Background: an optimization exercise with open tools, aiming at small area. Do not read the settings as production practice.
RTL that was checked went through simulation tests only; none was proved equivalent to the original.
Only the layout flow was run in run 6; the RTL was not checked for function there.
The clock port is modelled as an ideal driver; clocking choices that lean on that would not hold on a real chip.
Power figures rest on the tool's default switching activity, not on a simulated workload.

==> design/flow/design.v <==
`timescale 1ns / 1ps
module top(
    input clk_100MHz,
    input rst,
    input reset_button,
    input saveH_button,
    input saveL_button,
    input [7:0] sensors_input,
    input [7:0] setup_input,
    output reg [7:0] cathodes,  
    output reg [7:0] anodes,  
    output reg [2:0] LED1,  
    output reg [2:0] LED2  
    );
    function [3:0] level;
        input [7:0] c;
        level = {c[7], c[3] & ~c[7], (c[1] & ~c[3]) | (c[5] & ~c[7]),
                 (c[0] & ~c[1]) | (c[2] & ~c[3]) | (c[4] & ~c[5]) | (c[6] & ~c[7])};
    endfunction
    function valid;
        input [7:0] c;
        valid = ~|(c[7:1] & ~c[6:0]);
    endfunction
    reg rb_out, sh_out, sl_out;
    reg prev_sh, prev_sl;
    wire reset = rst | rb_out;
    reg [9:0] scan;
    wire tick = ({scan[9], scan[7:3], scan[1:0]} == 8'b1_11011_11);
    always @(posedge clk_100MHz)
        if (reset | tick) scan <= 10'd443;
        else scan <= {scan[8:0], ~(scan[9] ^ scan[6])};
    reg [1:0] digit;
    reg [6:0] m;
    reg phase;
    wire m_last = ({m[6:5], m[3:0]} == 6'b10_0000);
    wire m_step = tick & (&digit);
    always @(posedge clk_100MHz)
        if (reset) begin
            digit <= 2'd0; m <= 7'd0; phase <= 1'b0;
        end else begin
            if (tick) digit <= digit + 2'd1;
            if (m_step) m <= m_last ? 7'd0 : {m[5:0], ~(m[6] ^ m[5])};
            if (m_step & m_last) phase <= ~phase;
        end
    wire blink = ~phase & ~(m_step & m_last);
    always @(posedge clk_100MHz)
        rb_out <= ~reset & tick & reset_button;
    always @(posedge clk_100MHz)
        if (reset) begin
            sh_out <= 1'b0; sl_out <= 1'b0;
            prev_sh <= 1'b0; prev_sl <= 1'b0;
        end else if (tick) begin
            sh_out <= saveH_button & ~prev_sh;
            sl_out <= saveL_button & ~prev_sl;
            prev_sh <= saveH_button;
            prev_sl <= saveL_button;
        end
    reg [3:0] k1, k2;
    reg G, L;
    reg [2:0] h3, lo;
    wire h8 = ~|h3;
    wire [3:0] sl = level(setup_input);
    wire sv = valid(setup_input);
    wire err = ~valid(sensors_input);
    wire sl_gt_lo = sl[3] | (sl[2:0] > lo);
    wire sl_lt_hi = ~sl[3] & (h8 | (sl[2:0] < h3));
    always @(posedge clk_100MHz)
        if (reset) begin
            k1 <= 4'd0; k2 <= 4'd0; G <= 1'b0; L <= 1'b0;
            h3 <= 3'd0; lo <= 3'd0;
        end else begin
            k1 <= err ? 4'd0 : level(sensors_input);
            k2 <= k1;
            G <= k1[3] | (~h8 & (k1[2:0] >= h3));
            L <= ~k1[3] & (k1[2:0] <= lo);
            if (sh_out & sv & sl_gt_lo) h3 <= sl[2:0];
            else if (sl_out & sv & sl_lt_hi) lo <= sl[2:0];
        end
    reg [7:0] tens_pat, units_pat;
    always @(*)
        if (k2[3]) begin
            tens_pat = 8'h03;
            units_pat = 8'h03;
        end else begin
            tens_pat = (k2[2:0] == 3'd0) ? 8'hFF : (k2[2:0] == 3'd1) ? 8'h9F :
                       (k2[2:0] == 3'd2) ? 8'h25 : (k2[2:0] == 3'd3) ? 8'h0D :
                       (k2[2:0] == 3'd4) ? 8'h49 : (k2[2:0] == 3'd5) ? 8'h41 :
                       (k2[2:0] == 3'd6) ? 8'h1F : 8'h01;
            units_pat = (k2[2:0] == 3'd1) ? 8'h25 : (k2[2:0] == 3'd2) ? 8'h49 :
                        (k2[2:0] == 3'd3) ? 8'h01 : (k2[2:0] == 3'd5) ? 8'h0D :
                        (k2[2:0] == 3'd6) ? 8'h49 : (k2[2:0] == 3'd7) ? 8'h01 : 8'h03;
        end
    wire [7:0] hund_pat = k2[3] ? 8'h9F : 8'hFF;
    wire [7:0] stat_pat = err ? 8'h61 : G ? 8'h91 : L ? 8'hE3 : 8'hC5;
    wire [7:0] digit_pat =
        (digit == 2'd0) ? hund_pat : (digit == 2'd1) ? tens_pat :
        (digit == 2'd2) ? units_pat : stat_pat;
    wire [2:0] led = err ? 3'b100 : G ? {blink, 2'b00} : L ? {blink, blink, 1'b0} : 3'b010;
    always @(*) begin
        anodes = reset ? 8'hFF : {~(4'b1000 >> digit), 4'hF};
        cathodes = reset ? 8'hFF : digit_pat;
        LED1 = reset ? 3'd0 : led;
        LED2 = LED1;
    end
endmodule
==> design/flow/flow/run.sh <==
#!/bin/bash
# The standard ORFS layout (standard.sh) with these changes:
#  - synthesis maps the logic with an area-oriented abc script (deepsyn, then
#    &nf), once per deepsyn seed, and keeps the smallest result (flow/abc_multi.tcl),
#    in place of ORFS's speed script; adders are left to abc (no ADDER_MAP_FILE);
#    everything else in synthesis is the standard flow's own (synth_recipe.tcl);
#  - port buffers use the smallest buffer cell;
#  - clock tree: clkbuf_4 buffers, clusters of up to 10 sinks, no dummy loads;
#    after CTS, flow/post_cts.tcl upsizes any clock buffer whose sinks' slew is
#    over 110 ps.
# Each tool's output is in orfs/logs/; make's output is in flow.log.
set -euo pipefail
HERE=$(pwd)
export ABC_DIR=$HERE/abc
export ABC_SEEDS="0 1 2 3 4 5 6 7"
mkdir -p $ABC_DIR
for s in $ABC_SEEDS; do
  printf '%s\n' strash '&get -n' '&st' "&deepsyn -T 10 -S $s" '&put' strash 'dch -f' \
    '&get -n' '&nf -R 1000' '&put' topo > $ABC_DIR/abc_area_s$s.script
done
{
  echo "source $HERE/flow/abc_multi.tcl"
  cat synth_recipe.tcl
} > area_synth.tcl
sed -e "s#SYNTH_SCRIPT=[^ ]*#SYNTH_SCRIPT=$HERE/area_synth.tcl ADDER_MAP_FILE=#" standard.sh > area_standard.sh
grep -q "SYNTH_SCRIPT=$HERE/area_synth.tcl ADDER_MAP_FILE=" area_standard.sh
export BUFFER_PORTS_ARGS="-buffer_cell sky130_fd_sc_hd__buf_1"
export REMOVE_ABC_BUFFERS=1
export SKIP_REPAIR_TIE_FANOUT=1
export CTS_ARGS="-sink_clustering_enable -repair_clock_nets -dont_use_dummy_load -sink_clustering_size 10 -buf_list {sky130_fd_sc_hd__clkbuf_4}"
export POST_CTS_TCL=$HERE/flow/post_cts.tcl
bash area_standard.sh > flow.log 2>&1
==> design/flow/flow/abc_multi.tcl <==
# Sourced by the synthesis script before ORFS's synth.tcl. Replaces yosys's abc
# command as synth.tcl calls it: maps the logic once per deepsyn seed with an
# area-oriented abc script (abc_area_s<seed>.script, written by run.sh) and
# keeps the result with the smallest cell area.
proc abc {args} {
  set i [lsearch -exact $args -script]
  set lib [lindex $args [expr {[lsearch -exact $args -liberty] + 1}]]
  set best_area ""
  yosys design -save abc_in
  foreach seed $::env(ABC_SEEDS) {
    yosys design -load abc_in
    set script $::env(ABC_DIR)/abc_area_s$seed.script
    yosys abc {*}[lreplace $args $i [expr {$i + 1}] -script $script]
    yosys tee -q -o $::env(ABC_DIR)/abc_stat_s$seed.txt stat -liberty $lib
    set f [open $::env(ABC_DIR)/abc_stat_s$seed.txt]
    set txt [read $f]
    close $f
    regexp {Chip area for module '[^']*': ([0-9.]+)} $txt -> area
    puts "abc seed $seed: cell area $area"
    if { $best_area eq "" || $area < $best_area } {
      set best_area $area
      yosys design -save abc_best
    }
  }
  yosys design -load abc_best
  puts "abc: kept cell area $best_area"
}
==> design/flow/flow/post_cts.tcl <==
proc clk_worst_sink_slew { inst } {
  set net [get_nets -of_objects [get_pins [get_property $inst full_name]/X]]
  set worst 0
  foreach p [get_pins -of_objects $net -filter "direction == input"] {
    set s [get_property $p slew_max]
    if { $s > $worst } { set worst $s }
  }
  # in seconds or in the user time unit (ns)
  if { $worst < 1e-6 } { return [expr {$worst * 1e12}] }
  return [expr {$worst * 1e3}]
}
set clk_sizes {sky130_fd_sc_hd__clkbuf_4 sky130_fd_sc_hd__clkbuf_8 sky130_fd_sc_hd__clkbuf_16}
set clk_changed 0
for { set round 0 } { $round < 2 } { incr round } {
  estimate_parasitics -placement
  foreach inst [get_cells clkbuf_*] {
    set name [get_property $inst full_name]
    set ref [get_property $inst ref_name]
    set worst [clk_worst_sink_slew $inst]
    set i [lsearch -exact $clk_sizes $ref]
    puts "clock buffer $name $ref: worst sink slew [format %.1f $worst] ps"
    if { $worst > 110 && $i >= 0 && $i < [llength $clk_sizes] - 1 } {
      set to [lindex $clk_sizes [expr {$i + 1}]]
      puts "  upsized to $to"
      replace_cell $inst $to
      incr clk_changed
    }
  }
}
if { $clk_changed } {
  detailed_placement
  check_placement -verbose
  estimate_parasitics -placement
}
==> design/flow/standard.sh <==
#!/bin/bash
# synth_recipe.tcl (not shown) runs the flow's synth.tcl, then flattens the netlist and writes it again
# the make line also repeats each setting of config.mk as NAME=value (left out here)
make -C /OpenROAD-flow-scripts/flow DESIGN_CONFIG=/design/flow/config.mk WORK_HOME=/design/flow/orfs CLKGATE_MAP_FILE= SYNTH_SCRIPT=/design/flow/synth_recipe.tcl "${@:-finish}"
==> design/flow/config.mk <==
export PLATFORM = sky130hd
export DESIGN_NAME = top
export DESIGN_NICKNAME = top
export VERILOG_FILES = /design/flow/design.v
export SDC_FILE = /design/flow/constraint.sdc
export NUM_CORES = 4
export LEC_CHECK = 0
export CAP_MARGIN = 20
export CORE_MARGIN = 2
export CORE_UTILIZATION = 65
export GPL_TIMING_DRIVEN = 0
export SLEW_MARGIN = 20
==> design/flow/constraint.sdc <==
create_clock -name core_clock -period 10.0 [get_ports {clk_100MHz}]
set_input_delay 2.0000 -clock core_clock [delete_from_list [all_inputs] [get_ports {clk_100MHz}]]
set_output_delay 2.0000 -clock core_clock [all_outputs]
set_load 0.01 [all_outputs]
==> results of run 1 <==
registers in the layout, summed over array words and instances (netlist names), 2 cells and up:
signal  count
k1          4
scan       10
m           7
digit       2
lo          3
k2          4
h3          3
per-stage QoR:
stage	setup WS [ns]	hold slack, ns
finish	3.54	0.416
global placement	3.72	0.397
detailed placement	3.64	0.409
global route	3.37	0.431
floorplan	4.38	0.391
cell type report:
cell class | instances | share of cell area
tap | 31 | 0.0195
timing repair buffer | 35 | 0.0661
inverter | 15 | 0.0283
multi-input combinational | 154 | 0.448
sequential | 41 | 0.413
clock buffer | 5 | 0.0252
power by group through the flow:
stage / Combinational [mW] / Sequential [mW] / Clock, mW
floorplan: 0.0215 / 0.176 / 0
global placement: 0.0296 / 0.177 / 0
detailed placement: 0.0311 / 0.177 / 0
global route: 0.0356 / 0.175 / 0.0866
finish: 0.0317 / 0.174 / 0.0777
layout by cell type (no fill, tap or decap), drive strengths merged, types with 4 or more instances in the layout:
| master | count |
|---|---|
| or2 | 4 |
| a31oi | 4 |
| nand3 | 4 |
| nand2b | 4 |
| clkbuf | 5 |
| nand2 | 28 |
| and3 | 4 |
| nor3b | 4 |
| a22o | 6 |
| or3 | 4 |
| buf | 35 |
| o21ai | 14 |
| a21oi | 6 |
| nor2 | 20 |
| nor3 | 5 |
| clkinv | 15 |
| dfxtp | 41 |
| o22ai | 7 |
layer usage:
metal | up-vias | wire length, um | global-route usage
met4 | 0 | 12 | 0.0532
li1 | 839 | - | -
met3 | 2 | 176 | 0.0544
met2 | 50 | 2030 | 0.448
met5 | - | 0 | 0
met1 | 781 | 1640 | 0.284
path summary, 6_finish.rpt:
path / start / endpoint / slack [ns] / cells after the start
hold reg to reg: phase / phase / 0.42 / 1
setup / recovery: rst / cathodes[5] / 3.54 / 8
hold / removal: phase / phase / 0.42 / 1
setup reg to reg: scan[6] / m[5] / 7.96 / 4
cells by family after synthesis:
logic type,after synthesis,share of synthesized area
and+or+nand+nor,92,0.252
AOI/OAI and AO/OA,54,0.198
DFF,41,0.447
buffers and inverters,24,0.0675
adders and majority gates,3,0.0164
other,2,0.00409
muxes,2,0.0109
xor gates and xnor gates,1,0.00477
==> reports/results.ini, run 1 <==
[outcome]
status=finished clean

[detailed_routing]
vias=1672
postRouteAntennaNets=0
wl_per_cell_um=13.7
drt_wl_total_um=3860
first_pass_iters=4
drc=0
drt_iter0_drc=89
viasPerCell=5.95

[placement]
hpwl_um=2890
port_buffers=35
place_area_sq_um=1940
placed_cells=276
gp_congestion=0.871

[yosys]
synth_cells=219
syn_avg_cell_area_sq_um=8.38
synth-edff-count=0
ys_ff_latch=41
synth_most_common_cell=dfxtp_1
synth.distinct_cells=41
synth.area.top_cells=dfxtp_1, nand2_1, nor2_1, o21ai_0, buf_4
synth_area_leader_cell=dfxtp_1
netlist.area_leader.share=0.447
ys_warn_count=1
netlist_top_cells_count=dfxtp_1, nand2_1, nor2_1, clkinv_1, o21ai_0
synth-async-reset-ratio=0
syn_area_sq_um=1840
ys.flop_type=dfxtp_1
synth_seq_area_share=0.447

[global_route]
grt_pass1_wl_um=6350
grt_pass1_vias=1522
antenna_found_initial=0
grt_max_degree=19
grt_overflow=0
track_usage=0.242

[clocking]
clk_latency_ns=0.33
cts_tree=yes
path_clk_slew_ns=0.07
cts_sinks=41

[timing]
skew_ns=0.0300
finalSetupTns_ns=0
rsz0062_at_grt=false
finalHoldViolations=0
period_minus_slack_ns=6.46
worst_pin_slew_ns=1.10
fmax_mhz=155
min_period_over_period=0.646
finalSetupViolCount=0
slew_violations=0
slew_headroom=0.266

[finish]
multi_input_area_sq_um=891
register_area_sq_um=821
nNetsFinal=273
post-route-util=0.734
final_cells=281
drive_above_1_share=0.0200
diodes=0
syn2layout_area_growth_pct=8.32
fillers=207
fin_area_sq_um=1990

[worst_setup_path]
crit_buf_inv=2
path_cells=buf_1 -> nor2_1 -> o21ai_0 -> a21o_1 -> a31oi_1 -> nor3b_1 -> o22ai_1 -> buf_1
end_kind=output pin
cp_common_cell=buf_1
slowest_stage=nor2_1
slowest_delay_ns=0.83
critPathMaxFanout=18
crit_required_ns=8.00
cp_top_family=simple AND/OR/NAND/NOR gates
cp.arrival_ns=4.46
start_kind=input port
crit_type=in -> out

[power_and_ir_drop]
power.switching_uw=70.9
ir_drop_uv=142
p_comb_frac=0.112
powerDensity_nw_per_um2=142
p_clk_frac=0.275
seqPwrFrac=0.614
swShare=0.251
internal-power_uw=212
p_total_uw=283
p_leak_nw=0.693

[run]
drv_cap=0

[floorplan]
die_w_um=57.1
die_y_um=57.1
start_util=0.677
core_sq_um=2710
io_pins=43
die-area_sq_um=3260
core.rowCount=19

[min_path]
hold_path_class=reg -> reg

==> run 2, diff against run 1 <==
--- a/design/flow/config.mk
+++ b/design/flow/config.mk
@@ -8,5 +8,5 @@
 export CAP_MARGIN = 20
 export CORE_MARGIN = 2
-export CORE_UTILIZATION = 65
+export CORE_UTILIZATION = 40
 export GPL_TIMING_DRIVEN = 0
 export SLEW_MARGIN = 20
==> reports/results.ini, run 2 <==
[outcome]
status=finished clean

[detailed_routing]
first_pass_iters=4
vias=1567
drt_wl_total_um=3570
wl_per_cell_um=11.8
drt_iter0_drc=84
drc=0
postRouteAntennaNets=0
viasPerCell=5.19

[yosys]
synth.area.top_cells=dfxtp_1, nand2_1, nor2_1, o21ai_0, buf_4
netlist.area_leader.share=0.447
synth-async-reset-ratio=0
netlist_top_cells_count=dfxtp_1, nand2_1, nor2_1, clkinv_1, o21ai_0
synth_area_leader_cell=dfxtp_1
synth_most_common_cell=dfxtp_1
ys_warn_count=1
ys.flop_type=dfxtp_1
syn_area_sq_um=1840
synth_cells=219
synth_seq_area_share=0.447
synth.distinct_cells=41
ys_ff_latch=41
synth-edff-count=0
syn_avg_cell_area_sq_um=8.38

[worst_setup_path]
critPathMaxFanout=18
crit_buf_inv=2
start_kind=input port
cp_top_family=compound AO/OA/AOI/OAI gates
slowest_delay_ns=0.53
cp_common_cell=buf_1
slowest_stage=nor2_2
crit_type=in -> out
path_cells=buf_1 -> nor2_2 -> o21ai_0 -> a21o_1 -> a31oi_1 -> nor3b_1 -> o22ai_1 -> buf_1
end_kind=output pin
cp.arrival_ns=4.01
crit_required_ns=8.00

[finish]
multi_input_area_sq_um=893
fillers=444
diodes=0
layout_common_cells=dfxtp_1, buf_1, nand2_1
mostFrequentLayoutCell=dfxtp_1
fin_area_sq_um=2020
largest_reg_flops=10
regMostFlops=scan
register_area_sq_um=821
post-route-util=0.460
largestRegisters=scan: 10 flops, m: 7 flops
syn2layout_area_growth_pct=9.88
drive_above_1_share=0.0240
final_cells=302
nNetsFinal=273

[floorplan]
start_util=0.419
io_pins=43
die_y_um=71.7
core.rowCount=24
die_w_um=71.7
core_sq_um=4380
die-area_sq_um=5150

[timing]
fin_ws_ns=3.99
skew_ns=0.0144
slew_violations=0
fmax_mhz=166
rsz0062_at_grt=false
slew_headroom=0.492
min_period_over_period=0.601
finalSetupTns_ns=0
finalSetupViolCount=0
finalHoldViolations=0
worst_pin_slew_ns=0.762
period_minus_slack_ns=6.01

[power_and_ir_drop]
ir_drop_uv=71.9
powerDensity_nw_per_um2=141
p_leak_nw=0.693

[global_route]
grt_pass1_wl_um=6040
grt_max_degree=19
antenna_found_initial=0
grt_pass1_vias=1388
track_usage=0.149
grt_overflow=0

[run]
drv_cap=0

[placement]
place_ws_ns=3.63
hpwl_um=2640
placed_cells=297
port_buffers=35
place_area_sq_um=1960
gp_congestion=0.845

[clocking]
cts_sinks=41
path_clk_slew_ns=0.08
cts_tree=yes
clk_latency_ns=0.33

[min_path]
hold_path_class=reg -> reg

==> run 2: cell counts after synthesis <==
No cell type changed its count.
==> run 2: where the power goes <==
part	switching, mW	internal, mW
clock	0.0481	0.0321
combinational	0.0189	0.0121
sequential	0.00549	0.168
total	0.0725	0.212
==> run 2: cell type report <==
class	instances	share of cell area
Timing Repair Buffer	35	0.0651
Tap cell	52	0.0323
Inverter	15	0.0279
Multi-Input combinational cell	154	0.443
Clock buffer	5	0.0248
Sequential cell	41	0.407
==> run 2: final timing paths <==
check | cells past startpoint | end | slack [ns] | startpoint
max | 8 | cathodes[5] | 3.99 | rst
min | 1 | phase | 0.42 | phase
max reg2reg | 4 | m[5] | 7.99 | scan[6]
min reg2reg | 1 | phase | 0.42 | phase
==> run 2: kinds of logic (layout without fill, tap and decap cells) <==
kind of cell,after synthesis,count (layout),share of synthesized area
DFF,41,41,0.447
adders and majority gates,3,3,0.0164
and+or+nand+nor,92,92,0.252
muxes,2,2,0.0109
xor gates and xnor gates,1,1,0.00477
buffers and inverters,24,55,0.0675
other,2,2,0.00409
AOI/OAI and AO/OA,54,54,0.198
==> run 2: per-stage QoR <==
step | hold WS [ns] | total power [mW]
6_report | 0.423 | 0.285
3_5_place_dp | 0.405 | 0.208
5_1_grt | 0.439 | 0.298
2_1_floorplan | 0.391 | 0.197
3_3_place_gp | 0.404 | 0.208
==> run 2: metal layers <==
| metal | part of all wire | routed length [um] | track usage | up-vias |
|---|---|---|---|---|
| met3 | 0.049 | 176 | 0.0478 | 4 |
| met5 | 0 | 0 | 0 | - |
| met4 | 0.013 | 48 | 0.0587 | 0 |
| met2 | 0.41 | 1450 | 0.212 | 41 |
| met1 | 0.53 | 1890 | 0.208 | 688 |
| li1 | - | - | - | 834 |
==> run 3, diff against run 2 <==
--- a/design/flow/design.v
+++ b/design/flow/design.v
@@ -56,6 +56,8 @@
             prev_sl <= saveL_button;
         end
-    reg [3:0] k1, k2;
+    reg [3:0] k1;
+    reg [2:0] k2;
     reg G, L;
+    wire k2_8 = G & ~|k2;
     reg [2:0] h3, lo;
     wire h8 = ~|h3;
@@ -67,9 +69,9 @@
     always @(posedge clk_100MHz)
         if (reset) begin
-            k1 <= 4'd0; k2 <= 4'd0; G <= 1'b0; L <= 1'b0;
+            k1 <= 4'd0; k2 <= 3'd0; G <= 1'b0; L <= 1'b0;
             h3 <= 3'd0; lo <= 3'd0;
         end else begin
             k1 <= err ? 4'd0 : level(sensors_input);
-            k2 <= k1;
+            k2 <= k1[2:0];
             G <= k1[3] | (~h8 & (k1[2:0] >= h3));
             L <= ~k1[3] & (k1[2:0] <= lo);
@@ -79,17 +81,17 @@
     reg [7:0] tens_pat, units_pat;
     always @(*)
-        if (k2[3]) begin
+        if (k2_8) begin
             tens_pat = 8'h03;
             units_pat = 8'h03;
         end else begin
-            tens_pat = (k2[2:0] == 3'd0) ? 8'hFF : (k2[2:0] == 3'd1) ? 8'h9F :
-                       (k2[2:0] == 3'd2) ? 8'h25 : (k2[2:0] == 3'd3) ? 8'h0D :
-                       (k2[2:0] == 3'd4) ? 8'h49 : (k2[2:0] == 3'd5) ? 8'h41 :
-                       (k2[2:0] == 3'd6) ? 8'h1F : 8'h01;
-            units_pat = (k2[2:0] == 3'd1) ? 8'h25 : (k2[2:0] == 3'd2) ? 8'h49 :
-                        (k2[2:0] == 3'd3) ? 8'h01 : (k2[2:0] == 3'd5) ? 8'h0D :
-                        (k2[2:0] == 3'd6) ? 8'h49 : (k2[2:0] == 3'd7) ? 8'h01 : 8'h03;
+            tens_pat = (k2 == 3'd0) ? 8'hFF : (k2 == 3'd1) ? 8'h9F :
+                       (k2 == 3'd2) ? 8'h25 : (k2 == 3'd3) ? 8'h0D :
+                       (k2 == 3'd4) ? 8'h49 : (k2 == 3'd5) ? 8'h41 :
+                       (k2 == 3'd6) ? 8'h1F : 8'h01;
+            units_pat = (k2 == 3'd1) ? 8'h25 : (k2 == 3'd2) ? 8'h49 :
+                        (k2 == 3'd3) ? 8'h01 : (k2 == 3'd5) ? 8'h0D :
+                        (k2 == 3'd6) ? 8'h49 : (k2 == 3'd7) ? 8'h01 : 8'h03;
         end
-    wire [7:0] hund_pat = k2[3] ? 8'h9F : 8'hFF;
+    wire [7:0] hund_pat = k2_8 ? 8'h9F : 8'hFF;
     wire [7:0] stat_pat = err ? 8'h61 : G ? 8'h91 : L ? 8'hE3 : 8'hC5;
     wire [7:0] digit_pat =
--- a/design/flow/flow/run.sh
+++ b/design/flow/flow/run.sh
@@ -2,5 +2,5 @@
 # The standard ORFS layout (standard.sh) with these changes:
 #  - synthesis maps the logic with an area-oriented abc script (deepsyn, then
-#    &nf), once per deepsyn seed, and keeps the smallest result (flow/abc_multi.tcl),
+#    &nf), once per deepsyn seed and variant, and keeps the smallest result (flow/abc_multi.tcl),
 #    in place of ORFS's speed script; adders are left to abc (no ADDER_MAP_FILE);
 #    everything else in synthesis is the standard flow's own (synth_recipe.tcl);
@@ -13,8 +13,11 @@
 HERE=$(pwd)
 export ABC_DIR=$HERE/abc
-export ABC_SEEDS="0 1 2 3 4 5 6 7"
+# deepsyn variants: seeds 0..15, and seeds 1..4 with two-input LUTs (-t)
+export ABC_SEEDS="0 1 2 3 4 5 6 7 8 9 10 11 12 13 14 15 1t 2t 3t 4t"
 mkdir -p $ABC_DIR
 for s in $ABC_SEEDS; do
-  printf '%s\n' strash '&get -n' '&st' "&deepsyn -T 10 -S $s" '&put' strash 'dch -f' \
+  opt="-S ${s%t}"
+  [[ $s == *t ]] && opt="$opt -t"
+  printf '%s\n' strash '&get -n' '&st' "&deepsyn -T 10 $opt" '&put' strash 'dch -f' \
     '&get -n' '&nf -R 1000' '&put' topo > $ABC_DIR/abc_area_s$s.script
 done
==> reports/results.ini, run 3 <==
[yosys]
synth_seq_area_share=0.440
synth_cells=226
ys.flop_type=dfxtp_1
synth.area.top_cells=dfxtp_1, nand2_1, o21ai_0, nor2_1, a21oi_1
synth-async-reset-ratio=0
syn_area_sq_um=1820
ys_warn_count=1
netlist_top_cells_count=dfxtp_1, nand2_1, nor2_1, o21ai_0, a21oi_1
synth_most_common_cell=dfxtp_1
syn_avg_cell_area_sq_um=8.06
netlist.area_leader.share=0.440
synth.distinct_cells=38
synth-edff-count=0
ys_ff_latch=40
synth_area_leader_cell=dfxtp_1

[placement]
port_buffers=35
hpwl_um=2700
gp_congestion=0.817
place_area_sq_um=1950

[min_path]
hold_path_class=reg -> reg

[clocking]
cts_sinks=40
clk_latency_ns=0.34
path_clk_slew_ns=0.08
cts_tree=yes

[global_route]
grt_overflow=0
track_usage=0.158
grt_max_degree=16
grt_pass1_wl_um=6440
antenna_found_initial=0
grt_pass1_vias=1455

[worst_setup_path]
crit_required_ns=8.00
crit_type=in -> out
cp.arrival_ns=4.30
cp_top_family=compound AO/OA/AOI/OAI gates
start_kind=input port
critPathMaxFanout=4
slowest_delay_ns=0.81
slowest_stage=a2111oi_1
crit_buf_inv=2
path_cells=buf_1 -> mux2_1 -> a2111oi_1 -> nand2_1 -> or3_1 -> nand2_1 -> o221ai_1 -> buf_1
end_kind=output pin
r2r_slack_ns=8.07

[timing]
finalHoldViolations=0
period_minus_slack_ns=6.30
slew_headroom=0.319
slew_violations=0
finalSetupViolCount=0
rsz0062_at_grt=false
min_period_over_period=0.630
worst_pin_slew_ns=1.02
finalSetupTns_ns=0
fmax_mhz=159
skew_ns=0.0178

[detailed_routing]
first_pass_iters=4
wl_per_cell_um=12.1
drc=0
vias=1667
drt_iter0_drc=132
postRouteAntennaNets=0
drt_wl_total_um=3750
viasPerCell=5.38

[finish]
fin_area_sq_um=2010
largestRegisters=scan: 10 flops, m: 7 flops, k1: 4 flops
nNetsFinal=281
mostFrequentLayoutCell=dfxtp_1
regMostFlops=scan
diodes=0
layout_common_cells=dfxtp_1, buf_1, nand2_1
drive_above_1_share=0.0233
syn2layout_area_growth_pct=10.3
largest_reg_flops=10

[floorplan]
io_pins=43
die_y_um=71.5
core.rowCount=24
core_sq_um=4380
die_w_um=71.5
die-area_sq_um=5110
start_util=0.416

[outcome]
status=finished clean

[power_and_ir_drop]
power.switching_uw=66.6
internal-power_uw=204
p_comb_frac=0.087
ir_drop_uv=69.0
p_clk_frac=0.304
p_total_uw=270
swShare=0.247
p_leak_nw=0.694
seqPwrFrac=0.609
powerDensity_nw_per_um2=134

[run]
drv_cap=0

## run 3: power by group through the flow
stage	Sequential, mW	Clock (mW)	Combinational, mW
after floorplan	0.168	0	0.0150
after global placement	0.168	0	0.0228
after detailed placement	0.168	0	0.0230
after global routing	0.165	0.0909	0.0268
final	0.165	0.0820	0.0235
## run 3: final timing paths
path	to	cells after the start	start
worst min-delay path	scan[3]	1	scan[2]
worst min register to register	scan[3]	1	scan[2]
worst max-delay path	cathodes[1]	8	sensors_input[5]
worst max register to register	lo[2]	6	rb_out
## run 3: cells by family (layout without fill, tap and decap cells)
family	Yosys count	count (layout)	share of synthesized area
other cells	2	2	0.00412
xor+xnor	2	2	0.00962
simple gates	92	92	0.240
buf+inv	22	54	0.0639
mux	2	2	0.0117
flops	40	40	0.440
compound gates	66	66	0.231
## run 3: routing by layer
metal | vias to the layer above | share of wire | track usage
li1 | 866 | - | -
met1 | 756 | 0.50 | 0.214
met2 | 38 | 0.43 | 0.236
met3 | 7 | 0.058 | 0.0520
met4 | 0 | 0.016 | 0.0587
met5 | - | 0 | 0
## run 3: area by class of cell
type                    instances  area (sq um)
flip-flops and latches         40           801
clock buffers                   5          50.0
inverters                      13          48.8
multi-input cells             164           906
repair buffers                 36           139
well taps                      52          65.1
fillers                       460          2370
## run 3: metrics by stage
| step | cells | setup slack, ns | utilization | hold WS, ns |
|---|---|---|---|---|
| 2_1_floorplan | 217 | 4.31 | - | 0.391 |
| 3_3_place_gp | 304 | 3.60 | 0.445 | 0.397 |
| 3_5_place_dp | 304 | 3.86 | 0.445 | 0.404 |
| 5_1_grt | 310 | 3.60 | 0.458 | 0.447 |
| 6_report | 310 | 3.70 | 0.458 | 0.419 |
==> run 4, diff against run 3 <==
--- a/design/flow/flow/run.sh
+++ b/design/flow/flow/run.sh
@@ -13,6 +13,6 @@
 HERE=$(pwd)
 export ABC_DIR=$HERE/abc
-# deepsyn variants: seeds 0..15, and seeds 1..4 with two-input LUTs (-t)
-export ABC_SEEDS="0 1 2 3 4 5 6 7 8 9 10 11 12 13 14 15 1t 2t 3t 4t"
+# deepsyn variants: seed 0..5, each without and with two-input LUTs (-t)
+export ABC_SEEDS="0 1 2 3 4 5 0t 1t 2t 3t 4t 5t"
 mkdir -p $ABC_DIR
 for s in $ABC_SEEDS; do
--- a/design/flow/config.mk
+++ b/design/flow/config.mk
@@ -6,7 +6,7 @@
 export NUM_CORES = 4
 export LEC_CHECK = 0
-export CAP_MARGIN = 20
+export CAP_MARGIN = 10
 export CORE_MARGIN = 2
 export CORE_UTILIZATION = 40
 export GPL_TIMING_DRIVEN = 0
-export SLEW_MARGIN = 20
+export SLEW_MARGIN = 10
==> reports/results.ini, run 4 <==
[outcome]
status=finished clean

[floorplan]
die_w_um=71.5
core.rowCount=24
io_pins=43
die-area_sq_um=5110
start_util=0.416
core_sq_um=4380
die_y_um=71.5

[clocking]
cts_sinks=40
cts_tree=yes
path_clk_slew_ns=0.08
clk_latency_ns=0.33

[detailed_routing]
wl_per_cell_um=11.9
postRouteAntennaNets=0
first_pass_iters=4
drt_wl_total_um=3680
viasPerCell=5.33
drc=0
vias=1646
drt_iter0_drc=128

[placement]
hpwl_um=2720
place_area_sq_um=1950
gp_congestion=0.817
port_buffers=35

[timing]
slew_violations=0
rsz0062_at_grt=false
min_period_over_period=0.617
skew_ns=0.0217
finalSetupTns_ns=0
finalSetupViolCount=0
fmax_mhz=162
slew_headroom=0.300
worst_pin_slew_ns=1.05
finalHoldViolations=0
period_minus_slack_ns=6.17
whs_ns=0.422

[worst_setup_path]
end_kind=output pin
crit_type=in -> out
critPathMaxFanout=4
crit_required_ns=8.00
start_kind=input port
cp.arrival_ns=4.17

[power_and_ir_drop]
powerDensity_nw_per_um2=133
p_total_uw=267
p_leak_nw=0.689
ir_drop_uv=50.4

[finish]
nNetsFinal=280
mostFrequentLayoutCell=dfxtp_1
drive_above_1_share=0.0195
diodes=0
regMostFlops=scan
largestRegisters=scan: 10 flops, m: 7 flops, k1: 4 flops
fin_area_sq_um=2000
largest_reg_flops=10
syn2layout_area_growth_pct=9.89
layout_common_cells=dfxtp_1, buf_1, nand2_1

[yosys]
syn_area_sq_um=1820
ys_warn_count=1
synth.area.top_cells=dfxtp_1, nand2_1, o21ai_0, nor2_1, a21oi_1
synth.distinct_cells=38
synth_most_common_cell=dfxtp_1
netlist.area_leader.share=0.440
synth_area_leader_cell=dfxtp_1
netlist_top_cells_count=dfxtp_1, nand2_1, nor2_1, o21ai_0, a21oi_1
synth_cells=226
ys_ff_latch=40
synth-edff-count=0
ys.flop_type=dfxtp_1
syn_avg_cell_area_sq_um=8.06
synth_seq_area_share=0.440
synth-async-reset-ratio=0

[global_route]
antenna_found_initial=0
grt_pass1_vias=1488
track_usage=0.153
grt_max_degree=16
grt_overflow=0
grt_pass1_wl_um=6400

[min_path]
hold_path_class=reg -> reg

[run]
drv_cap=0

==> run 4: per-stage QoR <==
step / std cells / worst slack (ns) / util
finish: 309 / 3.83 / 0.457
global route: 309 / 3.62 / 0.457
detailed placement: 304 / 3.58 / 0.445
global placement: 304 / 3.60 / 0.445
floorplan: 217 / 4.31 / -
==> run 4: worst paths after layout <==
check        cells past startpoint  slack [ns]        startpoint     endpoint
min reg2reg                      1        0.42           scan[2]      scan[3]
min                              1        0.42           scan[2]      scan[3]
max reg2reg                      6        8.04            rb_out        lo[1]
max                              8        3.83  sensors_input[5]  cathodes[1]
==> run 4: worst max-delay path: stages <==
cell and delay [ns]:
buf_1 0.13, mux2_1 0.33, a2111oi_1 0.73, nand2_1 0.23
or3_1 0.38, nand2_1 0.10, o221ai_1 0.12, buf_1 0.15
==> run 4: kinds of logic (layout without fill, tap and decap cells) <==
group	after synthesis	after routing	synth area share
and+or+nand+nor	92	92	0.240
AOI/OAI and AO/OA	66	66	0.231
DFF	40	40	0.440
buffers and inverters	22	53	0.0639
other	2	2	0.00412
xor gates and xnor gates	2	2	0.00962
muxes	2	2	0.0117
==> run 4: power by group <==
group          leakage [nW]  switching [mW]  internal, mW  total [mW]
combinational         0.335          0.0144       0.00858      0.0229
clock                0.0282          0.0472        0.0321      0.0793
sequential            0.325         0.00194         0.163       0.165
total                 0.689          0.0635         0.203       0.267
==> run 4: final cells by class <==
cell class              instances  area [sq um]
clock buffers                   5          50.0
fillers                       462          2380
inverters                      13          48.8
multi-input cells             164           906
flip-flops and latches         40           801
well taps                      52          65.1
repair buffers                 35           131
==> run 4: metal layers <==
metal | vias to the layer above | routed length (um) | track usage
met4 | 0 | 31 | 0.0503
met3 | 4 | 182 | 0.0380
met1 | 749 | 1850 | 0.214
li1 | 859 | - | -
met5 | - | 0 | 0
met2 | 34 | 1610 | 0.231
==> run 5, diff against run 4 <==
--- a/design/flow/config.mk
+++ b/design/flow/config.mk
@@ -6,7 +6,7 @@
 export NUM_CORES = 4
 export LEC_CHECK = 0
-export CAP_MARGIN = 10
+export CAP_MARGIN = 20
 export CORE_MARGIN = 2
 export CORE_UTILIZATION = 40
 export GPL_TIMING_DRIVEN = 0
-export SLEW_MARGIN = 10
+export SLEW_MARGIN = 20
==> reports/results.ini, run 5 <==
[timing]
slew_headroom=0.319
finalHoldViolations=0
slew_violations=0
rsz0062_at_grt=false
fmax_mhz=159
period_minus_slack_ns=6.30
whs_ns=0.419
worst_pin_slew_ns=1.02
skew_ns=0.0178
finalSetupViolCount=0
min_period_over_period=0.630
finalSetupTns_ns=0

[finish]
drive_above_1_share=0.0233
nNetsFinal=281
layout_common_cells=dfxtp_1, buf_1, nand2_1
syn2layout_area_growth_pct=10.3
fin_area_sq_um=2010
regMostFlops=scan
largest_reg_flops=10
fillers=460
mostFrequentLayoutCell=dfxtp_1
largestRegisters=scan: 10 flops, m: 7 flops, k1: 4 flops
diodes=0

[detailed_routing]
drt_wl_total_um=3750
postRouteAntennaNets=0
vias=1667
viasPerCell=5.38
first_pass_iters=4
wl_per_cell_um=12.1
drc=0
drt_iter0_drc=132

[yosys]
ys.flop_type=dfxtp_1
synth_seq_area_share=0.440
synth.distinct_cells=38
synth-async-reset-ratio=0
ys_ff_latch=40
synth_cells=226
synth.area.top_cells=dfxtp_1, nand2_1, o21ai_0, nor2_1, a21oi_1
syn_area_sq_um=1820
ys_warn_count=1
synth-edff-count=0
syn_avg_cell_area_sq_um=8.06
netlist_top_cells_count=dfxtp_1, nand2_1, nor2_1, o21ai_0, a21oi_1
synth_most_common_cell=dfxtp_1
synth_area_leader_cell=dfxtp_1
netlist.area_leader.share=0.440

[floorplan]
die_y_um=71.5
start_util=0.416
die-area_sq_um=5110
core_sq_um=4380
io_pins=43
die_w_um=71.5
core.rowCount=24

[worst_setup_path]
crit_buf_inv=2
reg2reg_from=rb_out
r2r_slack_ns=8.07
critPathMaxFanout=4
cp_top_family=compound AO/OA/AOI/OAI gates
r2r-end=lo[2]
crit_type=in -> out
start_kind=input port
slowest_stage=a2111oi_1
cp.arrival_ns=4.30
path_cells=buf_1 -> mux2_1 -> a2111oi_1 -> nand2_1 -> or3_1 -> nand2_1 -> o221ai_1 -> buf_1
reg2regPathDepth=6
crit_required_ns=8.00
end_kind=output pin
slowest_delay_ns=0.81

[min_path]
hold_depth=1
hold_path_end=scan[3]
hold_path_class=reg -> reg
min_from=scan[2]

[placement]
place_area_sq_um=1950
gp_congestion=0.817
hpwl_um=2700
port_buffers=35

[outcome]
status=finished clean

[clocking]
path_clk_slew_ns=0.08
clk_latency_ns=0.34
cts_tree=yes
cts_sinks=40

[global_route]
grt_pass1_wl_um=6440
antenna_found_initial=0
grt_overflow=0
grt_max_degree=16
grt_pass1_vias=1455
track_usage=0.158

[run]
drv_cap=0

[power_and_ir_drop]
powerDensity_nw_per_um2=134
p_total_uw=270
ir_drop_uv=69.0
p_leak_nw=0.694

[run 5: cell counts after synthesis]
Identical to the previous run, type by type.
[run 5: per-stage QoR]
step	setup slack, ns	instances	util
after floorplan	4.31	217	-
after global placement	3.60	304	0.445
after detailed placement	3.86	304	0.445
after global routing	3.60	310	0.458
final	3.70	310	0.458
[run 5: per-layer routing]
layer	track usage	part of all wire
met1	0.214	0.50
met4	0.0587	0.016
met2	0.236	0.43
met5	0	0
met3	0.0520	0.058
[run 5: report_power, final]
group          total [mW]  switching (mW)  internal (mW)
registers           0.165         0.00195          0.163
clock network      0.0820          0.0500         0.0321
logic              0.0235          0.0147        0.00883
total               0.270          0.0666          0.204
[run 5: how the worst max path moves through the flow]
stage,end,start,slack (ns),depth (start not counted)
5_1_grt,cathodes[1],sensors_input[4],3.60,9
3_3_place_gp,cathodes[1],sensors_input[5],3.60,8
3_5_place_dp,cathodes[1],sensors_input[5],3.86,8
6_report,cathodes[1],sensors_input[5],3.70,8
2_1_floorplan,cathodes[1],sensors_input[4],4.31,7
[run 5: kinds of logic after synthesis]
logic type / after synthesis / synth area share
xor+xnor: 2 / 0.00962
flops: 40 / 0.440
simple gates: 92 / 0.240
mux: 2 / 0.0117
compound gates: 66 / 0.231
other cells: 2 / 0.00412
buf+inv: 22 / 0.0639
[run 5: cell type report]
| type | count | area [sq um] | share of cell area |
|---|---|---|---|
| flip-flops and latches | 40 | 801 | 0.399 |
| clock buffers | 5 | 50.0 | 0.0249 |
| repair buffers | 36 | 139 | 0.0691 |
| inverters | 13 | 48.8 | 0.0243 |
| well taps | 52 | 65.1 | 0.0324 |
| multi-input cells | 164 | 906 | 0.451 |
==> run 6, diff against run 5 <==
--- a/design/flow/design.v
+++ b/design/flow/design.v
@@ -26,7 +26,7 @@
     wire reset = rst | rb_out;
     reg [9:0] scan;
-    wire tick = ({scan[9], scan[7:3], scan[1:0]} == 8'b1_11011_11);
+    wire tick = (&scan[8:6]) & (&scan[4:0]);
     always @(posedge clk_100MHz)
-        if (reset | tick) scan <= 10'd443;
+        if (reset | tick) scan <= 10'd499;
         else scan <= {scan[8:0], ~(scan[9] ^ scan[6])};
     reg [1:0] digit;
--- a/design/flow/config.mk
+++ b/design/flow/config.mk
@@ -6,7 +6,7 @@
 export NUM_CORES = 4
 export LEC_CHECK = 0
-export CAP_MARGIN = 20
+export CAP_MARGIN = 10
 export CORE_MARGIN = 2
 export CORE_UTILIZATION = 40
 export GPL_TIMING_DRIVEN = 0
-export SLEW_MARGIN = 20
+export SLEW_MARGIN = 10
==> reports/results.ini, run 6 <==
[detailed_routing]
postRouteAntennaNets=0
vias=1604
drt_wl_total_um=3660
wl_per_cell_um=11.9
viasPerCell=5.22
drt_iter0_drc=34
first_pass_iters=4
drc=0

[yosys]
ys.flop_type=dfxtp_1
synth-async-reset-ratio=0
syn_avg_cell_area_sq_um=8.11
synth_most_common_cell=dfxtp_1
synth.area.top_cells=dfxtp_1, nor2_1, o21ai_0, nand2_1, clkinv_1
synth-edff-count=0
syn_area_sq_um=1810
ys_ff_latch=40
netlist_top_cells_count=dfxtp_1, nor2_1, nand2_1, clkinv_1, o21ai_0
synth.distinct_cells=36
ys_warn_count=1
synth_seq_area_share=0.443
synth_area_leader_cell=dfxtp_1
synth_cells=223
netlist.area_leader.share=0.443

[finish]
regMostFlops=scan
drive_above_1_share=0.0196
mostFrequentLayoutCell=dfxtp_1
largestRegisters=scan: 10 flops, m: 7 flops, k1: 4 flops
nNetsFinal=278
syn2layout_area_growth_pct=9.75
diodes=0
layout_common_cells=dfxtp_1, buf_1, nor2_1
largest_reg_flops=10
fillers=445

[floorplan]
die_w_um=71.3
die-area_sq_um=5080
io_pins=43
core_sq_um=4350
core.rowCount=24
die_y_um=71.3
start_util=0.416

[power_and_ir_drop]
p_leak_nw=0.668
p_total_uw=263
ir_drop_uv=75.6
powerDensity_nw_per_um2=133

[worst_setup_path]
crit_type=in -> out
cp.arrival_ns=4.03
critPathMaxFanout=3
start_kind=input port
end_kind=output pin
crit_required_ns=8.00

[global_route]
track_usage=0.159
antenna_found_initial=0
grt_overflow=0
grt_pass1_vias=1432
grt_pass1_wl_um=6270
grt_max_degree=14

[timing]
rsz0062_at_grt=false
fmax_mhz=166
finalSetupTns_ns=0
finalSetupViolCount=0
whs_ns=0.440
worst_pin_slew_ns=0.747
slew_violations=0
min_period_over_period=0.603
period_minus_slack_ns=6.03
skew_ns=0.0183
slew_headroom=0.502
finalHoldViolations=0

[run]
drv_cap=0

[clocking]
clk_latency_ns=0.33
cts_tree=yes
cts_sinks=40
path_clk_slew_ns=0.09

[outcome]
status=finished clean

[placement]
gp_congestion=0.888
hpwl_um=2790
port_buffers=35

[min_path]
hold_path_class=reg -> reg

-- run 6: critical path, stage by stage --
cell	delay [ns]
buf_1	0.13
mux2_1	0.34
a2111oi_0	0.57
clkbuf_1	0.21
nand2_1	0.10
or3_1	0.36
nand3_1	0.12
o21ai_0	0.08
buf_1	0.13
-- run 6: final timing paths --
path / startpoint / to / slack, ns / cells after the start
max: sensors_input[5] / cathodes[1] / 3.97 / 9
min: k1[3] / L / 0.44 / 1
min reg2reg: k1[3] / L / 0.44 / 1
max reg2reg: rb_out / m[5] / 8.12 / 4
-- run 6: report_power, final --
| group | switching [mW] | internal [mW] | leakage (nW) |
|---|---|---|---|
| registers | 0.00225 | 0.163 | 0.325 |
| clock network | 0.0464 | 0.0278 | 0.0256 |
| logic | 0.0152 | 0.00843 | 0.317 |
| total | 0.0639 | 0.199 | 0.668 |
-- run 6: cell families after synthesis --
kind of cell / synth area share
AO/OA/AOI/OAI: 0.234
XOR/XNOR: 0.00968
buffers and inverters: 0.0768
flip-flops: 0.443
multiplexers: 0.0118
other: 0.00415
AND/OR/NAND/NOR: 0.221
-- run 6: layout make-up --
cell class / instances / area, sq um / share of cell area
multi-input cells: 155 / 870 / 0.438
flip-flops and latches: 40 / 801 / 0.403
repair buffers: 36 / 135 / 0.0681
inverters: 19 / 71.3 / 0.0359
well taps: 52 / 65.1 / 0.0328
clock buffers: 5 / 43.8 / 0.0221
-- run 6: routing by layer --
metal	vias to the layer above	part of all wire	global-route usage
met3	5	0.044	0.0563
met1	714	0.50	0.200
met4	0	0.012	0.0587
met5	-	0	0
li1	848	-	-
met2	37	0.45	0.250
-- run 6: metrics by stage --
stage / area (sq um) / setup slack (ns) / utilization / cells
floorplan: 1740 / 4.27 / - / 214
global placement: 1940 / 3.68 / 0.445 / 301
detailed placement: 1940 / 3.69 / 0.445 / 301
global route: 1990 / 3.77 / 0.456 / 307
finish: 1990 / 3.97 / 0.456 / 307
==> run 7, diff against run 6 <==
--- a/design/flow/design.v
+++ b/design/flow/design.v
@@ -22,6 +22,8 @@
         valid = ~|(c[7:1] & ~c[6:0]);
     endfunction
-    reg rb_out, sh_out, sl_out;
+    reg sh_out, sl_out;
     reg prev_sh, prev_sl;
+    reg G, L;
+    wire rb_out = G & L;
     wire reset = rst | rb_out;
     reg [9:0] scan;
@@ -45,6 +47,4 @@
     wire blink = ~phase & ~(m_step & m_last);
     always @(posedge clk_100MHz)
-        rb_out <= ~reset & tick & reset_button;
-    always @(posedge clk_100MHz)
         if (reset) begin
             sh_out <= 1'b0; sl_out <= 1'b0;
@@ -58,5 +58,5 @@
     reg [3:0] k1;
     reg [2:0] k2;
-    reg G, L;
+    wire rb_load = tick & reset_button;
     wire k2_8 = G & ~|k2;
     reg [2:0] h3, lo;
@@ -74,6 +74,6 @@
             k1 <= err ? 4'd0 : level(sensors_input);
             k2 <= k1[2:0];
-            G <= k1[3] | (~h8 & (k1[2:0] >= h3));
-            L <= ~k1[3] & (k1[2:0] <= lo);
+            G <= rb_load | k1[3] | (~h8 & (k1[2:0] >= h3));
+            L <= rb_load | (~k1[3] & (k1[2:0] <= lo));
             if (sh_out & sv & sl_gt_lo) h3 <= sl[2:0];
             else if (sl_out & sv & sl_lt_hi) lo <= sl[2:0];
==> reports/results.ini, run 7 <==
[outcome]
status=finished clean

[run]
drv_cap=0

[finish]
diodes=0
largestRegisters=scan: 10 flops, m: 7 flops, k1: 4 flops
drive_above_1_share=0.0195
regMostFlops=scan
nNetsFinal=279
fin_area_sq_um=1980
layout_common_cells=dfxtp_1, buf_1, nand2_1
mostFrequentLayoutCell=dfxtp_1
largest_reg_flops=10
fillers=466
syn2layout_area_growth_pct=9.94
register_area_sq_um=781
multi_input_area_sq_um=887

[yosys]
synth-edff-count=0
netlist.area_leader.share=0.434
synth_seq_area_share=0.434
synth.distinct_cells=35
syn_avg_cell_area_sq_um=8.00
synth_cells=225
syn_area_sq_um=1800
ys.flop_type=dfxtp_1
ys_ff_latch=39
synth-async-reset-ratio=0
synth_most_common_cell=dfxtp_1
ys_warn_count=1
synth.area.top_cells=dfxtp_1, nand2_1, nor2_1, a21oi_1, o21ai_0
netlist_top_cells_count=dfxtp_1, nand2_1, nor2_1, clkinv_1
synth_area_leader_cell=dfxtp_1

[timing]
min_period_over_period=0.579
slew_headroom=0.258
whs_ns=0.421
finalSetupTns_ns=0
period_minus_slack_ns=5.79
worst_pin_slew_ns=1.11
fmax_mhz=173
finalSetupViolCount=0
skew_ns=0.0205
rsz0062_at_grt=false
finalHoldViolations=0
slew_violations=0

[detailed_routing]
drt_wl_total_um=3520
wl_per_cell_um=11.4
vias=1606
postRouteAntennaNets=0
first_pass_iters=5
viasPerCell=5.21
drc=0
drt_iter0_drc=88

[floorplan]
core_sq_um=4350
die_w_um=71.1
die-area_sq_um=5050
core.rowCount=24
start_util=0.413
die_y_um=71.1
io_pins=43

[global_route]
grt_max_degree=17
grt_overflow=0
track_usage=0.154
grt_pass1_wl_um=6180
grt_pass1_vias=1373
antenna_found_initial=0

[power_and_ir_drop]
p_total_uw=266
powerDensity_nw_per_um2=134
p_leak_nw=0.693
ir_drop_uv=76.6

[worst_setup_path]
crit_required_ns=8.00
start_kind=input port
critPathMaxFanout=16
crit_type=in -> out
cp.arrival_ns=3.79
end_kind=output pin

[min_path]
hold_path_class=reg -> reg

[placement]
hpwl_um=2660
gp_congestion=0.880
place_area_sq_um=1930
port_buffers=35

[clocking]
clk_latency_ns=0.34
path_clk_slew_ns=0.09
cts_tree=yes
cts_sinks=39

[run 7: changes by cell type in the layout (fill, tap and decap cells not counted), moves of 3 or more]
cell,delta
o21ai_0,-4
nand2_1,+7
nand2b_1,+4
or3_1,-3
o22ai_1,-4
[run 7: power breakdown]
| part | switching, mW | leakage [nW] | internal, mW |
|---|---|---|---|
| Sequential | 0.00292 | 0.317 | 0.159 |
| Clock | 0.0455 | 0.0282 | 0.0320 |
| Combinational | 0.0167 | 0.348 | 0.00962 |
[run 7: stage by stage]
stage               std cells  setup slack, ns   util
floorplan                 216             4.59      -
global placement          303             4.15  0.443
detailed placement        303             4.16  0.443
global route              308             3.91  0.454
finish                    308             4.21  0.454
[run 7: cells by family (layout without fill, tap and decap cells)]
group	after synthesis	count (layout)	synth area share
other cells	2	2	0.00417
xor+xnor	2	2	0.00974
compound gates	60	60	0.219
buf+inv	26	57	0.0730
simple gates	94	94	0.249
fa+ha+maj	2	2	0.0111
flops	39	39	0.434
[run 7: worst max-delay path: stages]
cell and delay (ns):
buf_1 0.08, a21oi_1 0.85, nand2b_1 0.31, a211oi_1 0.36, buf_1 0.19
[run 7: worst paths after layout]
kind         startpoint      end  depth (start not counted)  slack [ns]
max                 rst  LED1[1]                          5        4.21
min               k1[3]        L                          1        0.42
max reg2reg           G     m[5]                          3        8.02
min reg2reg       k1[3]        L                          1        0.42
[run 7: routing by layer]
layer,GRT usage,vias up,share of wire
met2,0.220,40,0.44
met5,0,-,0
met3,0.0556,5,0.050
met4,0.0566,0,0.013
met1,0.215,713,0.50
li1,-,848,-
[run 7: cell type report]
| cell class | count | area share |
|---|---|---|
| Clock buffer | 5 | 0.0253 |
| Inverter | 17 | 0.0323 |
| Multi-Input combinational cell | 160 | 0.448 |
| Sequential cell | 39 | 0.395 |
| Tap cell | 52 | 0.0329 |
| Timing Repair Buffer | 35 | 0.0664 |
==> run 8, diff against run 7 <==
--- a/design/flow/flow/run.sh
+++ b/design/flow/flow/run.sh
@@ -31,5 +31,5 @@
 export REMOVE_ABC_BUFFERS=1
 export SKIP_REPAIR_TIE_FANOUT=1
-export CTS_ARGS="-sink_clustering_enable -repair_clock_nets -dont_use_dummy_load -sink_clustering_size 10 -buf_list {sky130_fd_sc_hd__clkbuf_4}"
+export CTS_ARGS="-sink_clustering_enable -repair_clock_nets -dont_use_dummy_load -sink_clustering_size 20 -sink_clustering_max_diameter 100 -sink_clustering_levels 1 -buf_list {sky130_fd_sc_hd__clkbuf_4 sky130_fd_sc_hd__clkbuf_8}"
 export POST_CTS_TCL=$HERE/flow/post_cts.tcl
 bash area_standard.sh > flow.log 2>&1
==> reports/results.ini, run 8 <==
[outcome]
status=finished clean

[global_route]
track_usage=0.153
use_met2=0.220
grt_max_degree=17
grt_pass1_wl_um=6160
met3_usage=0.0427
grt-busiest-layer=met2
met1_usage=0.215
grt_pass1_vias=1371
antenna_found_initial=0
grt_overflow=0

[floorplan]
die_w_um=71.1
io_pins=43
core.rowCount=24
die_y_um=71.1
core_sq_um=4350
start_util=0.413
die-area_sq_um=5050

[finish]
final_cells=308
nNetsFinal=279
largest_reg_flops=10
syn2layout_area_growth_pct=11.0
fin_area_sq_um=2000
regMostFlops=scan
mostFrequentLayoutCell=dfxtp_1
post-route-util=0.459
largestRegisters=scan: 10 flops, m: 7 flops, k1: 4 flops
layout_common_cells=dfxtp_1, buf_1, nand2_1
fillers=464
drive_above_1_share=0.0195
diodes=0

[worst_setup_path]
start_kind=input port
slowest_stage=a21oi_1
end_kind=output pin
crit_required_ns=8.00
crit_type=in -> out
critPathMaxFanout=16
cp.arrival_ns=3.77
slowest_delay_ns=0.83
cp_common_cell=buf_1
path_cells=buf_1 -> a21oi_1 -> nand2b_1 -> a211oi_1 -> buf_1

[detailed_routing]
drt_wl_total_um=3520
vias=1602
drc=0
first_pass_iters=5
viasPerCell=5.20
drt_iter0_drc=87
postRouteAntennaNets=0
wl_per_cell_um=11.4

[placement]
place_area_sq_um=1930
place_ws_ns=4.16
port_buffers=35
placed_cells=303
gp_congestion=0.880
hpwl_um=2660

[yosys]
synth.area.top_cells=dfxtp_1, nand2_1, nor2_1, a21oi_1, o21ai_0
ys_warn_count=1
netlist.area_leader.share=0.434
ys.flop_type=dfxtp_1
synth_cells=225
synth.distinct_cells=35
ys_ff_latch=39
synth_area_leader_cell=dfxtp_1
netlist_top_cells_count=dfxtp_1, nand2_1, nor2_1, clkinv_1
synth_seq_area_share=0.434
syn_area_sq_um=1800
synth-edff-count=0
syn_avg_cell_area_sq_um=8.00
synth_most_common_cell=dfxtp_1
synth-async-reset-ratio=0

[timing]
skew_ns=0.0179
finalSetupTns_ns=0
min_period_over_period=0.577
fmax_mhz=173
slew_violations=0
slew_headroom=0.270
fin_ws_ns=4.23
worst_pin_slew_ns=1.10
period_minus_slack_ns=5.77
rsz0062_at_grt=false
finalHoldViolations=0
finalSetupViolCount=0

[power_and_ir_drop]
swShare=0.235
p_comb_frac=0.094
ir_drop_uv=76.3
powerDensity_nw_per_um2=140
power.switching_uw=65.6
p_leak_nw=0.701
internal-power_uw=214
seqPwrFrac=0.581
p_clk_frac=0.325

[clocking]
clk_latency_ns=0.28
path_clk_slew_ns=0.07
cts_sinks=39
cts_tree=yes

[min_path]
hold_path_class=reg -> reg

[run]
drv_cap=0

## run 8: cell count changes in the layout (fill, tap and decap cells not counted)
cell,change
clkbuf_8,+3
clkbuf_4,-3
## run 8: area by class of cell
class / instances / area, sq um / area share
clock buffers: 5 / 68.8 / 0.0345
multi-input cells: 160 / 887 / 0.444
well taps: 52 / 65.1 / 0.0326
flip-flops and latches: 39 / 781 / 0.391
inverters: 17 / 63.8 / 0.0320
repair buffers: 35 / 131 / 0.0658
## run 8: worst paths after layout
kind	from	endpoint	slack [ns]	cells past startpoint
setup / recovery	rst	LED1[1]	4.23	5
hold / removal	scan[5]	scan[6]	0.41	1
setup reg to reg	G	m[5]	8.07	3
hold reg to reg	scan[5]	scan[6]	0.41	1
## run 8: critical path: cells and delay by family
| kind | cells | cell delay [ns] |
|---|---|---|
| buffers and inverters | 2 | 0.27 |
| AO/OA/AOI/OAI | 2 | 1.19 |
| AND/OR/NAND/NOR | 1 | 0.31 |
## run 8: metrics by stage
stage                     power [mW]  hold WS, ns
after floorplan                0.183        0.391
after global routing           0.297        0.425
final                          0.279        0.407
after global placement         0.192        0.405
after detailed placement       0.192        0.417
## run 8: cells by family (layout without fill, tap and decap cells)
logic type / count (synthesis) / after routing / share of synthesized area
AND/OR/NAND/NOR: 94 / 94 / 0.249
AO/OA/AOI/OAI: 60 / 60 / 0.219
flip-flops: 39 / 39 / 0.434
buffers and inverters: 26 / 57 / 0.0730
adder cells (fa/ha/maj): 2 / 2 / 0.0111
other: 2 / 2 / 0.00417
XOR/XNOR: 2 / 2 / 0.00974
## run 8: power by group through the flow
| stage | clock network (mW) | registers (mW) | logic, mW |
|---|---|---|---|
| 5_1_grt | 0.103 | 0.163 | 0.0307 |
| 2_1_floorplan | 0 | 0.165 | 0.0177 |
| 3_5_place_dp | 0 | 0.166 | 0.0264 |
| 3_3_place_gp | 0 | 0.166 | 0.0261 |
| 6_report | 0.0909 | 0.162 | 0.0262 |
## run 8: per-layer routing
| metal | vias up | routed length, um |
|---|---|---|
| li1 | 847 | - |
| met1 | 705 | 1760 |
| met2 | 44 | 1520 |
| met3 | 6 | 179 |
| met4 | 0 | 54 |
| met5 | - | 0 |
==> run 9, diff against run 8 <==
==> design/flow/flow/run.sh (replaced) <==
#!/bin/bash
# The standard ORFS layout (standard.sh) with these changes:
#  - synthesis maps the logic with area-oriented abc scripts (deepsyn, optional
#    &mfs rounds, then &nf), one per deepsyn seed and variant, and keeps the
#    smallest result (flow/abc_multi.tcl), in place of ORFS's speed script; adders are left to abc (no ADDER_MAP_FILE);
#    everything else in synthesis is the standard flow's own (synth_recipe.tcl);
#  - port buffers use the smallest buffer cell;
#  - clock tree: clkbuf_4 buffers, clusters of up to 10 sinks, no dummy loads;
#    after CTS, flow/post_cts.tcl upsizes any clock buffer whose sinks' slew is
#    over 110 ps.
# Each tool's output is in orfs/logs/; make's output is in flow.log.
set -euo pipefail
HERE=$(pwd)
export ABC_DIR=$HERE/abc
# abc variants: deepsyn seeds 0..5, each followed directly by mapping (p),
# or by one (m) or two (h) rounds of 4-input LUT mapping and &mfs
# don't-care optimization before mapping
export ABC_SEEDS="6p 7p 8p 9p 10p 11p 6m 7m 8m 9m 10m 11m 6h 7h 8h 9h 10h 11h"
mkdir -p $ABC_DIR
for s in $ABC_SEEDS; do
  case $s in
    *p) mfs=() ;;
    *m) mfs=('&if -K 4 -a' '&mfs' '&st') ;;
    *h) mfs=('&if -K 4 -a' '&mfs' '&st' '&if -K 4 -a' '&mfs' '&st') ;;
  esac
  printf '%s\n' strash '&get -n' '&st' "&deepsyn -T 10 -S ${s%?}" "${mfs[@]}" '&put' strash 'dch -f' \
    '&get -n' '&nf -R 1000' '&put' topo > $ABC_DIR/abc_area_s$s.script
done
{
  echo "source $HERE/flow/abc_multi.tcl"
  cat synth_recipe.tcl
} > area_synth.tcl
sed -e "s#SYNTH_SCRIPT=[^ ]*#SYNTH_SCRIPT=$HERE/area_synth.tcl ADDER_MAP_FILE=#" standard.sh > area_standard.sh
grep -q "SYNTH_SCRIPT=$HERE/area_synth.tcl ADDER_MAP_FILE=" area_standard.sh
export BUFFER_PORTS_ARGS="-buffer_cell sky130_fd_sc_hd__buf_1"
export REMOVE_ABC_BUFFERS=1
export SKIP_REPAIR_TIE_FANOUT=1
export CTS_ARGS="-sink_clustering_enable -repair_clock_nets -dont_use_dummy_load -sink_clustering_size 10 -buf_list {sky130_fd_sc_hd__clkbuf_4}"
export POST_CTS_TCL=$HERE/flow/post_cts.tcl
bash area_standard.sh > flow.log 2>&1
==> reports/results.ini, run 9 <==
[run]
drv_cap=0

[finish]
largest_reg_flops=10
syn2layout_area_growth_pct=10.8
post-route-util=0.457
layout_common_cells=dfxtp_1, buf_1, nor2_1
diodes=0
fin_area_sq_um=1990
mostFrequentLayoutCell=dfxtp_1
largestRegisters=scan: 10 flops, m: 7 flops, k1: 4 flops
drive_above_1_share=0.0281
regMostFlops=scan
nNetsFinal=272

[yosys]
ys.flop_type=dfxtp_1
syn_area_sq_um=1800
synth_area_leader_cell=dfxtp_1
synth.area.top_cells=dfxtp_1, a21oi_1, nor2_1, nand2_1, buf_4
synth-async-reset-ratio=0
synth_seq_area_share=0.434
syn_avg_cell_area_sq_um=8.29
ys_warn_count=1
synth.distinct_cells=38
ys_ff_latch=39
synth_cells=217
netlist.area_leader.share=0.434
synth_most_common_cell=dfxtp_1
netlist_top_cells_count=dfxtp_1, nor2_1, nand2_1, a21oi_1, clkinv_1
synth-edff-count=0

[timing]
finalSetupViolCount=0
fin_ws_ns=4.47
finalSetupTns_ns=0
slew_headroom=0.487
worst_pin_slew_ns=0.763
finalHoldViolations=0
period_minus_slack_ns=5.53
min_period_over_period=0.553
skew_ns=0.0253
fmax_mhz=181
slew_violations=0
rsz0062_at_grt=false

[worst_setup_path]
cp.arrival_ns=3.53
cp_common_cell=buf_1
slowest_stage=or3_1
crit_required_ns=8.00
end_kind=output pin
start_kind=input port
path_cells=buf_1 -> mux2i_1 -> nand2_1 -> a211o_1 -> or3_1 -> nor2_1 -> o22a_1 -> buf_1
critPathMaxFanout=4
crit_type=in -> out
slowest_delay_ns=0.35

[detailed_routing]
met2_length_um=1530
first_pass_iters=4
drt_wl_total_um=3520
postRouteAntennaNets=0
wl_met1_um=1740
wl_per_cell_um=11.7
drc=0
top_layer=met4
vias=1616
drt_iter0_drc=59
viasPerCell=5.37
dr_wl_met3_um=215

[floorplan]
core_sq_um=4350
io_pins=43
die-area_sq_um=5050
die_w_um=71.0
die_y_um=71.0
start_util=0.413
core.rowCount=24

[global_route]
grt_max_degree=20
grt_pass1_wl_um=6020
grt_pass1_vias=1392
grt_overflow=0
antenna_found_initial=0
track_usage=0.148

[clocking]
clk_latency_ns=0.33
path_clk_slew_ns=0.08
cts_sinks=39
cts_tree=yes

[placement]
port_buffers=35
hpwl_um=2630
gp_congestion=0.779
place_ws_ns=4.48
place_area_sq_um=1940

[min_path]
hold_path_class=reg -> reg

[power_and_ir_drop]
powerDensity_nw_per_um2=133
p_leak_nw=0.694
ir_drop_uv=101

[outcome]
status=finished clean

## run 9: routing by layer
| layer | global-route usage | vias to the layer above |
|---|---|---|
| met5 | 0 | - |
| met4 | 0.0566 | 0 |
| met3 | 0.0470 | 4 |
| met2 | 0.223 | 51 |
| met1 | 0.198 | 727 |
| li1 | - | 834 |
## run 9: path summary, 6_finish.rpt
check / from / to / slack, ns / cells after the start
max: sensors_input[3] / cathodes[2] / 4.47 / 8
min: scan[5] / scan[6] / 0.41 / 1
max reg2reg: scan[6] / phase / 8.10 / 7
min reg2reg: scan[5] / scan[6] / 0.41 / 1
## run 9: logic make-up after synthesis
kind of cell             count (synthesis)  synth area share
AND/OR/NAND/NOR                         85             0.236
adder cells (fa/ha/maj)                  2            0.0111
buffers and inverters                   23            0.0668
XOR/XNOR                                 2           0.00974
other                                    2           0.00418
flip-flops                              39             0.434
AO/OA/AOI/OAI                           61             0.221
multiplexers                             3            0.0167
## run 9: final cells by class
| type | count | area [sq um] |
|---|---|---|
| Clock buffer | 5 | 50.0 |
| Timing Repair Buffer | 36 | 143 |
| Sequential cell | 39 | 781 |
| Multi-Input combinational cell | 155 | 901 |
| Fill cell | 431 | 2360 |
| Inverter | 14 | 52.6 |
| Tap cell | 52 | 65.1 |
## run 9: worst max-delay path, delay by kind of cell
kind / cells / cell delay, ns
AND/OR/NAND/NOR: 3 / 0.56
AO/OA/AOI/OAI: 2 / 0.46
buffers and inverters: 2 / 0.32
multiplexers: 1 / 0.21
## run 9: power by group
part,internal [mW],switching [mW],total (mW)
clock network,0.0320,0.0456,0.0776
registers,0.159,0.00279,0.162
logic,0.00987,0.0160,0.0259
total,0.201,0.0644,0.265
## run 9: metrics by stage
stage	total power, mW	hold WS [ns]	cells
floorplan	0.181	0.391	208
finish	0.265	0.409	301
global placement	0.191	0.403	295
detailed placement	0.191	0.407	296
global route	0.279	0.446	301

separate check: timing with driven ports:
The flow's constraints put no driver on any port. The routed layouts listed below were extracted and timed again, unchanged, in two steps. Step 1 assumes that a clkbuf_16 drives the clock port and a buf_2 every other input. Step 2 adds t to the input delays and takes it off the output delays; t is the mean of the earliest and latest rising clock arrival at the registers after step 1. Input paths then give back, and output paths get back, about the clock's delay inside the block. a / b / c = no drivers / after step 1 / after step 2; a / b = the first two.
| run | t, ns | slack for setup (ns) | latest minus earliest clock arrival (ns) | worst register clock-pin slew, ns | pins driven straight from the clock port |
|---|---|---|---|---|---|
| run 1 | 0.334 | 3.540 / 3.519 / 3.519 | 0.030 / 0.030 | 0.10 / 0.10 | 1 |
| run 2 | 0.350 | 3.986 / 3.966 / 3.966 | 0.015 / 0.015 | 0.09 / 0.09 | 1 |
| run 3 | 0.358 | 3.704 / 3.683 / 3.683 | 0.018 / 0.019 | 0.09 / 0.09 | 1 |
| run 4 | 0.343 | 3.830 / 3.807 / 3.807 | 0.023 / 0.023 | 0.09 / 0.09 | 1 |
| run 5 | 0.358 | 3.704 / 3.683 / 3.683 | 0.018 / 0.019 | 0.09 / 0.09 | 1 |
| run 6 | 0.346 | 3.970 / 3.945 / 3.945 | 0.018 / 0.018 | 0.10 / 0.10 | 1 |
| run 7 | 0.350 | 4.213 / 4.186 / 4.186 | 0.021 / 0.021 | 0.09 / 0.09 | 1 |
| run 8 | 0.302 | 4.231 / 4.204 / 4.204 | 0.021 / 0.022 | 0.07 / 0.07 | 1 |
| run 9 | 0.345 | 4.466 / 4.439 / 4.439 | 0.025 / 0.025 | 0.09 / 0.09 | 1 |
After both steps setup and hold are still met in every run listed.
